This is an optimization exercise on Yosys and OpenROAD, whose aim is small area, not a production implementation.
RTL that was checked went through simulation tests only; none was proved equivalent to the original.
Power and IR drop assume default switching activity.

==> nickel: inputs <==
Design top, start of the top module:
module top(
        clk, reset, up, down, hsync, vsync, rgb, pmod_switch, pause_switch,
        MISO, SW, SS, MOSI, SCLK, LED, an, seg
    );
    input clk;
    input reset;
    input up;
    input down;
    input pmod_switch;
    input pause_switch;
    output hsync;
    output vsync;
    output [11:0] rgb;
    input MISO;
    input [2:0] SW;
    output SS;
    output MOSI;
    output SCLK;
    output [2:0] LED;
    output [3:0] an;
    output [6:0] seg;
    wire w_reset, w_up, w_down, w_vid_on, w_p_tick;
    wire [9:0] w_x, w_y;
    wire [2:0] b5;
    wire jup, jdn, score;
    wire [1:0] pq_next;
    reg  [1:0] pq;
    wire [3:0] dig0, dig1, dig2, dig3;
    PmodJSTK PmodJSTK_Int(.CLK(clk), .RST(reset), .SWD({SW[1], SW[2]}), .MISO(MISO),
                          .SS(SS), .SCLK(SCLK), .MOSI(MOSI), .B5(b5), .JUP(jup), .JDN(jdn));
    assign LED = reset ? 3'b000 : {b5[1], b5[2], b5[0]};
    VGAdriver vga(.clk(clk), .reset(w_reset), .video_on(w_vid_on), .hsync(hsync), .vsync(vsync),
                  .p_tick(w_p_tick), .x(w_x), .y(w_y));
    pixelGenerator pg(.clk(clk), .reset(w_reset), .up(w_up), .down(w_down), .video_on(w_vid_on),
                      .x(w_x), .y(w_y), .switch(pmod_switch), .jup(jup), .jdn(jdn),
                      .pause(pause_switch), .score(score), .pq(pq_next));
    debouncer btReset(.clk(clk), .btn_in(reset), .btn_out(w_reset));
    debouncer btnU(.clk(clk), .btn_in(up), .btn_out(w_up));
    debouncer btnD(.clk(clk), .btn_in(down), .btn_out(w_down));
    scorecounter gs(.clk(clk), .reset(reset), .d_inc(score), .dig0(dig0), .dig1(dig1), .dig2(dig2), .dig3(dig3));
    sevenSeg display(.CLK(clk), .RST(reset), .DIN1(dig0), .DIN2(dig1), .DIN3(dig2), .DIN4(dig3),
                     .AN(an), .SEG(seg));
    always @(posedge clk)
        if (w_p_tick)
            pq <= pq_next;
    wire [3:0] nib = {pq[1], pq[1] & pq[0], pq[1], pq[0]};
    assign rgb = {nib, nib, nib};
endmodule
Settings: LEC_CHECK=0, CAP_MARGIN=20, CORE_MARGIN=2, CORE_UTILIZATION=40, CTS_BUF_LIST=sky130_fd_sc_hd__clkbuf_8, SLEW_MARGIN=20; clock period 10.0 ns.
run.sh (not shown) runs the stock make flow with config.mk's settings and CLKGATE_MAP_FILE= SYNTH_SCRIPT=/design/flow/synth_recipe.tcl, a recipe that flattens the netlist after the stock synthesis.
==> juniper: changes against nickel <==
--- a/flow/design.v
+++ b/flow/design.v
@@ -141,19 +141,18 @@
     output reg   vsync,
     output       p_tick,
     output reg [9:0] x,
     output reg [9:0] y
     );
     function [9:0] inc10;
         input [9:0] a;
-        input       ci;
         integer i;
         reg c;
         begin
-            c = ci;
+            c = 1'b1;
             for (i = 0; i < 10; i = i + 1) begin
                 inc10[i] = a[i] ^ c;
                 c = c & a[i];
             end
         end
     endfunction
     function ge10;
@@ -165,30 +164,32 @@
             r = 1'b1;
             for (i = 0; i < 10; i = i + 1)
                 r = k[i] ? (a[i] & r) : (a[i] | r);
             ge10 = r;
         end
     endfunction
     reg [1:0] r;
-    wire xc = ~r[1] & r[0];                  
     wire hend = (x == 10'd799);
-    wire yc = xc & hend;
-    wire vend = (y == 10'd524);
     always @(posedge clk) begin
         if (reset) begin
             r <= 2'd0;
+            x <= 10'd0;
+            y <= 10'd0;
             hsync <= 1'b0;
             vsync <= 1'b0;
         end else begin
             r <= {r[1] ^ r[0], ~r[0]};
+            if (r == 2'd1) begin
+                x <= hend ? 10'd0 : inc10(x);
+                if (hend)
+                    y <= (y == 10'd524) ? 10'd0 : inc10(y);
+            end
             hsync <= ge10(x, 10'd656) & ~ge10(x, 10'd752);
             vsync <= ge10(y, 10'd513) & ~ge10(y, 10'd515);
         end
-        x <= (reset | yc) ? 10'd0 : inc10(x, xc);
-        y <= (reset | (yc & vend)) ? 10'd0 : inc10(y, yc);
     end
     assign video_on = ~ge10(x, 10'd640) & ~ge10(y, 10'd480);
     assign p_tick   = (r == 2'd0);
 endmodule
 `timescale 1ns / 1ps
 module pixelGenerator(
     input        clk,
@@ -230,19 +231,18 @@
                 c = (a[i] & b[i]) | (c & (a[i] ^ b[i]));
             end
         end
     endfunction
     function [8:0] step9;
         input [8:0] a;
         input       up;
-        input       ci;
         integer i;
         reg c;
         begin
-            c = ci;
+            c = 1'b1;
             for (i = 0; i < 9; i = i + 1) begin
                 step9[i] = a[i] ^ c;
                 c = c & ~(a[i] ^ up);
             end
         end
     endfunction
     reg  [8:0] nxb, nyb;
@@ -263,17 +263,14 @@
     wire pady   = line481 ? pady_c : pady_q;
     wire hit_pad = ~top & ~bottom & ~wall & padx & pady;
     assign score = hit_pad;
     wire mv_up = switch ? up   : jup;
     wire mv_dn = switch ? down : jdn;
     wire pad_up = mv_up & ~ge9(nyp, 9'd508);                   
     wire pad_dn = mv_dn & ge9(nyp, 9'd107) & ~pad_up;          
-    wire mv  = refresh_tick & ~pause;
-    wire mup = mv & pad_up;
-    wire mdn = mv & pad_dn;
     always @(posedge clk)
         if (reset) begin
             nyp <= 9'd511;
             nxb <= 9'd351;
             nyb <= 9'd391;
             dxn <= 1'b0;
             dyn <= 1'b0;
@@ -282,18 +279,21 @@
             if (line481)
                 pady_q <= pady_c;
             if (!pause) begin
                 if (top)          dyn <= 1'b0;
                 else if (bottom)  dyn <= 1'b1;
                 else if (wall)    dxn <= 1'b0;
                 else if (hit_pad) dxn <= 1'b1;
+                if (refresh_tick) begin
+                    nxb <= step9(nxb, dxn);
+                    nyb <= step9(nyb, dyn);
+                    if (pad_up | pad_dn)
+                        nyp <= add10({1'b0, nyp}, {{8{pad_dn}}, ~pad_dn, 1'b1}, 1'b0);
+                end
             end
-            nxb <= step9(nxb, dxn, mv);
-            nyb <= step9(nyb, dyn, mv);
-            nyp <= add10({1'b0, nyp}, {{8{mdn}}, mup, mup | mdn}, 1'b0);
         end
     wire wall_on = (x[9:3] == 7'd4);
     wire pad_on  = (x[9:2] == 8'd150) & in72;
     wire [9:0] bdx = add10({1'b0, x[9:1]}, {1'b0, nxb}, 1'b1);
     wire [9:0] bdy = add10({1'b0, y[9:1]}, {1'b0, nyb}, 1'b1);
     wire sq_ball_on = (bdx[8:2] == 7'd0) & (nxb[8:2] != 7'd0) & (bdy[8:2] == 7'd0) & (nyb[8:2] != 7'd0);
     wire [2:0] rom_addr = {bdy[1:0], y[0]};
@@ -310,40 +310,45 @@
 `timescale 1ns / 1ps
 module scorecounter(
    input clk,
    input reset,
    input d_inc,
    output reg [3:0] dig0, dig1, dig2, dig3
    );
-   function [3:0] bcdt;
+   function [3:0] bcdinc;
        input [3:0] d;
-       input       en;
        begin
-           bcdt = {en & d[0] & (d[3] | (d[2] & d[1])),
-                   en & d[1] & d[0],
-                   en & d[0] & ~d[3],
-                   en};
+           bcdinc = {(d[3] & ~d[0]) | (d[2] & d[1] & d[0]),
+                     d[2] ^ (d[1] & d[0]),
+                     ~d[3] & (d[1] ^ d[0]),
+                     ~d[0]};
        end
    endfunction
    reg d_inc_q;
    always @(posedge clk)
        if (reset)
            d_inc_q <= 1'b0;
        else
            d_inc_q <= d_inc;
    wire en0 = d_inc & ~d_inc_q;
    wire en1 = en0 & dig0[3] & dig0[0];
    wire en2 = en1 & dig1[3] & dig1[0];
    wire en3 = en2 & dig2[3] & dig2[0];
-   always @(posedge clk) begin
-       dig0 <= reset ? 4'd0 : dig0 ^ bcdt(dig0, en0);
-       dig1 <= reset ? 4'd0 : dig1 ^ bcdt(dig1, en1);
-       dig2 <= reset ? 4'd0 : dig2 ^ bcdt(dig2, en2);
-       dig3 <= reset ? 4'd0 : dig3 ^ bcdt(dig3, en3);
-   end
+   always @(posedge clk)
+       if (reset) begin
+           dig3 <= 4'd0;
+           dig2 <= 4'd0;
+           dig1 <= 4'd0;
+           dig0 <= 4'd0;
+       end else begin
+           if (en0) dig0 <= bcdinc(dig0);
+           if (en1) dig1 <= bcdinc(dig1);
+           if (en2) dig2 <= bcdinc(dig2);
+           if (en3) dig3 <= bcdinc(dig3);
+       end
 endmodule
 `timescale 1ns / 1ps
 module sevenSeg(
     input        CLK,
     input        RST,
     input  [3:0] DIN1,
     input  [3:0] DIN2,
==> flow/config.mk (replaced) <==
export PLATFORM = sky130hd
export DESIGN_NAME = top
export DESIGN_NICKNAME = top
export VERILOG_FILES = /design/flow/design.v
export SDC_FILE = /design/flow/constraint.sdc
export NUM_CORES = 4
export LEC_CHECK = 0
export CAP_MARGIN = 20
export CORE_MARGIN = 2
export CORE_UTILIZATION = 40
export SLEW_MARGIN = 20
==> comparison table <==
metric                                                    nickel     juniper
Post-synthesis sequential area ratio                       0.422       0.399
Via density                                                 4.93        5.13
Master of the slowest instance on the critical path      dfxtp_1   a2111oi_1
Worst setup path startpoint                             vga.y[0]    vga.y[0]
Total internal power                                      930 uW     1010 uW
Share of layout cells above drive strength 1              0.0829      0.0817
Worst setup endpoint                                  gs.dig3[1]  gs.dig3[2]
Clock distribution area overhead in the final layout      0.0473      0.0600
Final clock skew                                         17.1 ps     9.93 ps
Crit path depth                                               26          24
Routed length on met1                                    7550 um     8130 um
Post-route total power                                   1220 uW     1340 uW
Pin count of the biggest net entering global routing          61          77
Multi-input combinational cell area                    4260 um^2   4630 um^2
Met3 Resource Use GR                                      0.0358      0.0349
Net switching component of the power                      286 uW      323 uW
Overall die area                                      21100 um^2  22300 um^2
Number of fillers in the final layout                       1896        2011
Signal buffers share of area                              0.0465      0.0438
Synthesized netlist cell count                               802         869
Data arrival time of the worst path                      6710 ps     6740 ps
Run status                              timing/DRC/antenna clean  timing/DRC/antenna clean
CP required                                             10320 ps    10310 ps
GPL Wtd Cong                                               0.813       0.767
Aggregate global-route resource usage                      0.151       0.157
Share of total power in sequential cells                   0.547       0.498
Maximum frequency from static timing analysis            157 MHz     156 MHz
Only the layout flow was run in nickel; the RTL was not checked for function there.

[port drivers added, routing unchanged]
The results above use ideal ports. As a check the final layouts listed here were re-extracted and re-timed, cells and wires unchanged.
Step 1 assumes that a clkbuf_16 drives the clock port and a buf_2 every other input.
Step 2 adds t to the input delays and takes it off the output delays; t is the mean of the earliest and latest rising clock arrival at the registers after step 1. Input paths then give back, and output paths get back, about the clock's delay inside the block.
Three values: ideal ports, drivers, drivers and shift; two values: the first two.
run | t, ns | slack for setup (ns) | hold WS [ns]
nickel | 0.486 | 3.615 / 3.615 / 3.145 | 0.326 / 0.326 / 0.326
juniper | 0.463 | 3.575 / 3.575 / 3.290 | 0.320 / 0.320 / 0.320
After both steps every run listed still meets setup and hold. For nickel, which loses most, drivers alone change the setup slack by 0.000 ns; drivers and shift together by -0.470 ns.
